Source: an optimization exercise on an open RTL-to-GDS flow (aim: small area). Production flows keep margins and buffers that such runs may drop.
The RTL was checked by simulation tests, not by an equivalence proof against the original design.
No activity file was given, so power comes from the tool's default toggle rates.

==> flow/design.v (excerpt) <==
module voices (
    input  logic        clk,
    input  logic        rst_n,
    input  logic        sample_strobe,
    input  logic [63:0] freq_in,
    input  logic [47:0] pulse_width_in,
    input  logic [31:0] wave_ctrl_in,
    input  logic [15:0] attack_in,
    input  logic [15:0] decay_in,
    input  logic [15:0] sustain_in,
    input  logic [15:0] release_in,
    output logic [15:0] left_out,
    output logic [15:0] right_out
);
logic [6:0] t;           
logic       run;         
logic [2:0] kb;          
logic       fresh;       
wire [4:0] u = t[4:0];
function automatic logic win(input logic [4:0] x, input integer lo, input integer hi);
    logic [31:0] m;
    integer k;
    for (k = 0; k < 32; k = k + 1) m[k] = (k >= lo) && (k <= hi);
    win = m[x];
endfunction
wire last = run & (kb == 3'd6) & (u == 5'd5);
logic b1, b2, b3;
always_comb begin
    case (kb)
        3'd1:    {b1, b2, b3} = {run, 1'b0, 1'b0};
        3'd2:    {b1, b2, b3} = {run, run, 1'b0};
        3'd3,
        3'd4:    {b1, b2, b3} = {run, run, run};
        3'd5:    {b1, b2, b3} = {1'b0, run, run};
        3'd6:    {b1, b2, b3} = {1'b0, 1'b0, run};
        default: {b1, b2, b3} = 3'b000;
    endcase
end
wire [1:0] v1 = t[6:5];            
always_ff @(posedge clk) begin
    if (!rst_n) begin
        t     <= 7'd0;
        run   <= 1'b0;
        fresh <= 1'b1;
    end else begin
        t <= t + 7'd1;
        if (!run) begin
            if (sample_strobe) begin
                run <= 1'b1;
                kb  <= 3'd0;
            end
        end else begin
  ...
export LEC_CHECK = 0
export CAP_MARGIN = 20
export CORE_MARGIN = 2
export CORE_UTILIZATION = 40
export CTS_BUF_LIST = sky130_fd_sc_hd__clkbuf_8
export CTS_CLUSTER_DIAMETER = 60
export CTS_CLUSTER_SIZE = 18
export SLEW_MARGIN = 20
create_clock -name core_clock -period 20.0 [get_ports {clk}]
standard.sh (not shown) runs the stock make flow with config.mk's settings and CLKGATE_MAP_FILE= SYNTH_SCRIPT=/design/flow/synth_recipe.tcl, a recipe that flattens the netlist after the stock synthesis.
==> flow/flow/run.sh <==
#!/bin/bash
# Standard ORFS layout, with the port buffers made of the smallest buffer cell
# and a clock tree of clkbuf_8 cells without dummy loads.
set -euo pipefail
export BUFFER_PORTS_ARGS="-buffer_cell sky130_fd_sc_hd__buf_1"
export CTS_ARGS="-sink_clustering_enable -repair_clock_nets -buf_list sky130_fd_sc_hd__clkbuf_8 -sink_clustering_size 18 -sink_clustering_max_diameter 60 -dont_use_dummy_load"
bash standard.sh finish > standard.log 2>&1
The baseline finished with timing, DRC and antenna clean.
Edit:
==> flow/flow/run.sh (replaced) <==
#!/bin/bash
# Standard ORFS layout with three changes:
#  - after floorplanning, the logic between the registers is remapped for area
#    (OpenROAD restructure, flow/rmp.tcl),
#  - the port buffers are made of the smallest buffer cell,
#  - the clock tree is built of clkbuf_8 cells without dummy loads.
set -euo pipefail
W=$(pwd)
python3 flow/dontuse_lib.py "$FLOW_HOME/platforms/sky130hd/config.mk" \
  "$FLOW_HOME/platforms/sky130hd/lib/sky130_fd_sc_hd__tt_025C_1v80.lib" "$W/rmp.lib" > dontuse_lib.log 2>&1
export RMP_LIB="$W/rmp.lib"
export POST_FLOORPLAN_TCL="$W/flow/rmp.tcl"
export BUFFER_PORTS_ARGS="-buffer_cell sky130_fd_sc_hd__buf_1"
export CTS_ARGS="-sink_clustering_enable -repair_clock_nets -buf_list sky130_fd_sc_hd__clkbuf_8 -sink_clustering_size 18 -sink_clustering_max_diameter 60 -dont_use_dummy_load"
bash standard.sh finish > standard.log 2>&1
==> flow/flow/dontuse_lib.py (new file) <==
"""Copy a liberty file without the cells the platform marks don't-use.

usage: dontuse_lib.py PLATFORM_CONFIG_MK IN_LIB OUT_LIB
"""
import re
import sys

cfg, src, dst = sys.argv[1:4]
text = open(cfg).read()
m = re.search(r"export DONT_USE_CELLS \+= \\\n((?:.*\\\n)*.*\n)", text)
names = set(re.findall(r"sky130_\w+", m.group(1)))
lib = open(src).read()
out = []
pos = 0
dropped = 0
for cm in re.finditer(r'\n\s*cell\s*\(\s*"?(\w+)"?\s*\)\s*\{', lib):
    if cm.group(1) not in names or cm.start() < pos:
        continue
    # find the matching closing brace
    depth = 0
    i = cm.end() - 1
    while True:
        c = lib[i]
        if c == "{":
            depth += 1
        elif c == "}":
            depth -= 1
            if depth == 0:
                break
        i += 1
    out.append(lib[pos:cm.start()])
    pos = i + 1
    dropped += 1
out.append(lib[pos:])
open(dst, "w").write("".join(out))
print(f"dropped {dropped} of {len(names)} don't-use cells")
==> flow/flow/rmp.tcl (new file) <==
# Area recovery on the synthesized logic, after floorplanning (POST_FLOORPLAN_TCL).
# The registers are left as they are; only the logic between them is remapped,
# with a liberty file that leaves out the platform's don't-use cells.
restructure -liberty_file $::env(RMP_LIB) -target area \
  -tielo_port sky130_fd_sc_hd__conb_1/LO -tiehi_port sky130_fd_sc_hd__conb_1/HI \
  -work_dir $::env(OBJECTS_DIR) -abc_logfile $::env(LOG_DIR)/2_1_restructure_abc.log
- ABC_AREA: default -> 1
- CTS_BUF_LIST: sky130_fd_sc_hd__clkbuf_8 -> default
- CTS_CLUSTER_DIAMETER: 60 -> default
- CTS_CLUSTER_SIZE: 18 -> default
What happened: The new run completed with no timing, DRC or antenna violations; non-clock buffer count rose by 4; first-iteration DRC count rose by about 28%; total power hardly moves; count of clock-buffer cells in the layout rose by 2; synthesized cell count rose by 39%; die area rose by 1.1%; wire length rose by about 25%.
Edit:
- ABC_AREA: 1 -> default
- CAP_MARGIN: 20 -> 10
- GPL_TIMING_DRIVEN: default -> 0
- SLEW_MARGIN: 20 -> 10
Count of clock-buffer cells in the layout decreases by 1.
Register-to-register slack gets worse by 0.72 ns.
Via count increases by a few percent.
Worst setup slack gets worse by 0.11 ns.
Edit:
--- a/flow/flow/rmp.tcl
+++ b/flow/flow/rmp.tcl
@@ -5,2 +5,5 @@
   -tielo_port sky130_fd_sc_hd__conb_1/LO -tiehi_port sky130_fd_sc_hd__conb_1/HI \
   -work_dir $::env(OBJECTS_DIR) -abc_logfile $::env(LOG_DIR)/2_1_restructure_abc.log
+restructure -liberty_file $::env(RMP_LIB) -target area \
+  -tielo_port sky130_fd_sc_hd__conb_1/LO -tiehi_port sky130_fd_sc_hd__conb_1/HI \
+  -work_dir $::env(OBJECTS_DIR) -abc_logfile $::env(LOG_DIR)/2_1_restructure2_abc.log
- ABC_AREA: default -> 1
- CAP_MARGIN: 10 -> 20
- GPL_TIMING_DRIVEN: 0 -> default
- SLEW_MARGIN: 10 -> 20
Outcome: The changed run finished with timing, DRC and antenna clean; via count came out lower by 6.8%; sequential power came out lower by about 2%; design area falls by 3.5%; first-iteration DRC count falls by 3.8%; flip-flop and latch count stays the same; count of clock-buffer cells in the layout is unchanged; power fell by 4.9%; die area grows by 1.1%; clock skew went down by 0.0091 ns; sequential share of layout area grows by 2.0 points; worst setup slack gets better by 0.57 ns.
Edit:
--- a/flow/flow/run.sh
+++ b/flow/flow/run.sh
@@ -12,4 +12,4 @@
 export POST_FLOORPLAN_TCL="$W/flow/rmp.tcl"
 export BUFFER_PORTS_ARGS="-buffer_cell sky130_fd_sc_hd__buf_1"
-export CTS_ARGS="-sink_clustering_enable -repair_clock_nets -buf_list sky130_fd_sc_hd__clkbuf_8 -sink_clustering_size 18 -sink_clustering_max_diameter 60 -dont_use_dummy_load"
+export CTS_ARGS="-sink_clustering_enable -repair_clock_nets -buf_list sky130_fd_sc_hd__clkbuf_8 -sink_clustering_size 22 -sink_clustering_max_diameter 50 -dont_use_dummy_load"
 bash standard.sh finish > standard.log 2>&1
- CORE_UTILIZATION: 40 -> 55
Result: Maximum frequency barely changes; combinational power stays flat; critical path depth does not change; sequential share of layout area climbs by 0.55 points; setup slack gets better by 0.0088 ns; sequential power barely changes; first-iteration DRC count drops by 0.78%; final cell count drops by 7.1%; via count is about the same; design area drops by 0.93%; die area drops by 27%.

[port drivers added, routing unchanged]
In the flow no input, the clock included, has a driving cell. The finished layouts below were timed again as built, in two steps.
Step 1, drivers: a clkbuf_16 drives clk and a buf_2 each remaining input, both assumed.
Step 2 also shifts input and output timing later by t, the mid clock arrival at the registers, as if the neighbouring blocks saw the same clock.
a / b / c = no drivers / after step 1 / after step 2; a / b = the first two.
| run | shift t [ns] | setup slack, ns | worst slew at a driven data input, ns |
|---|---|---|---|
| the first run | 0.555 | 11.334 / 11.348 / 10.793 | 0.07 |
| the second run | 0.544 | 11.152 / 11.162 / 10.618 | 0.07 |
| the third run | 0.543 | 11.037 / 11.053 / 10.510 | 0.06 |
| the fourth run | 0.544 | 11.612 / 11.628 / 11.084 | 0.06 |
| the fifth run | 0.544 | 11.621 / 11.637 / 11.093 | 0.06 |
After both steps setup and hold are still met in every run listed. For the first run, which loses most, drivers alone change the setup slack by +0.014 ns; drivers and shift together by -0.541 ns.
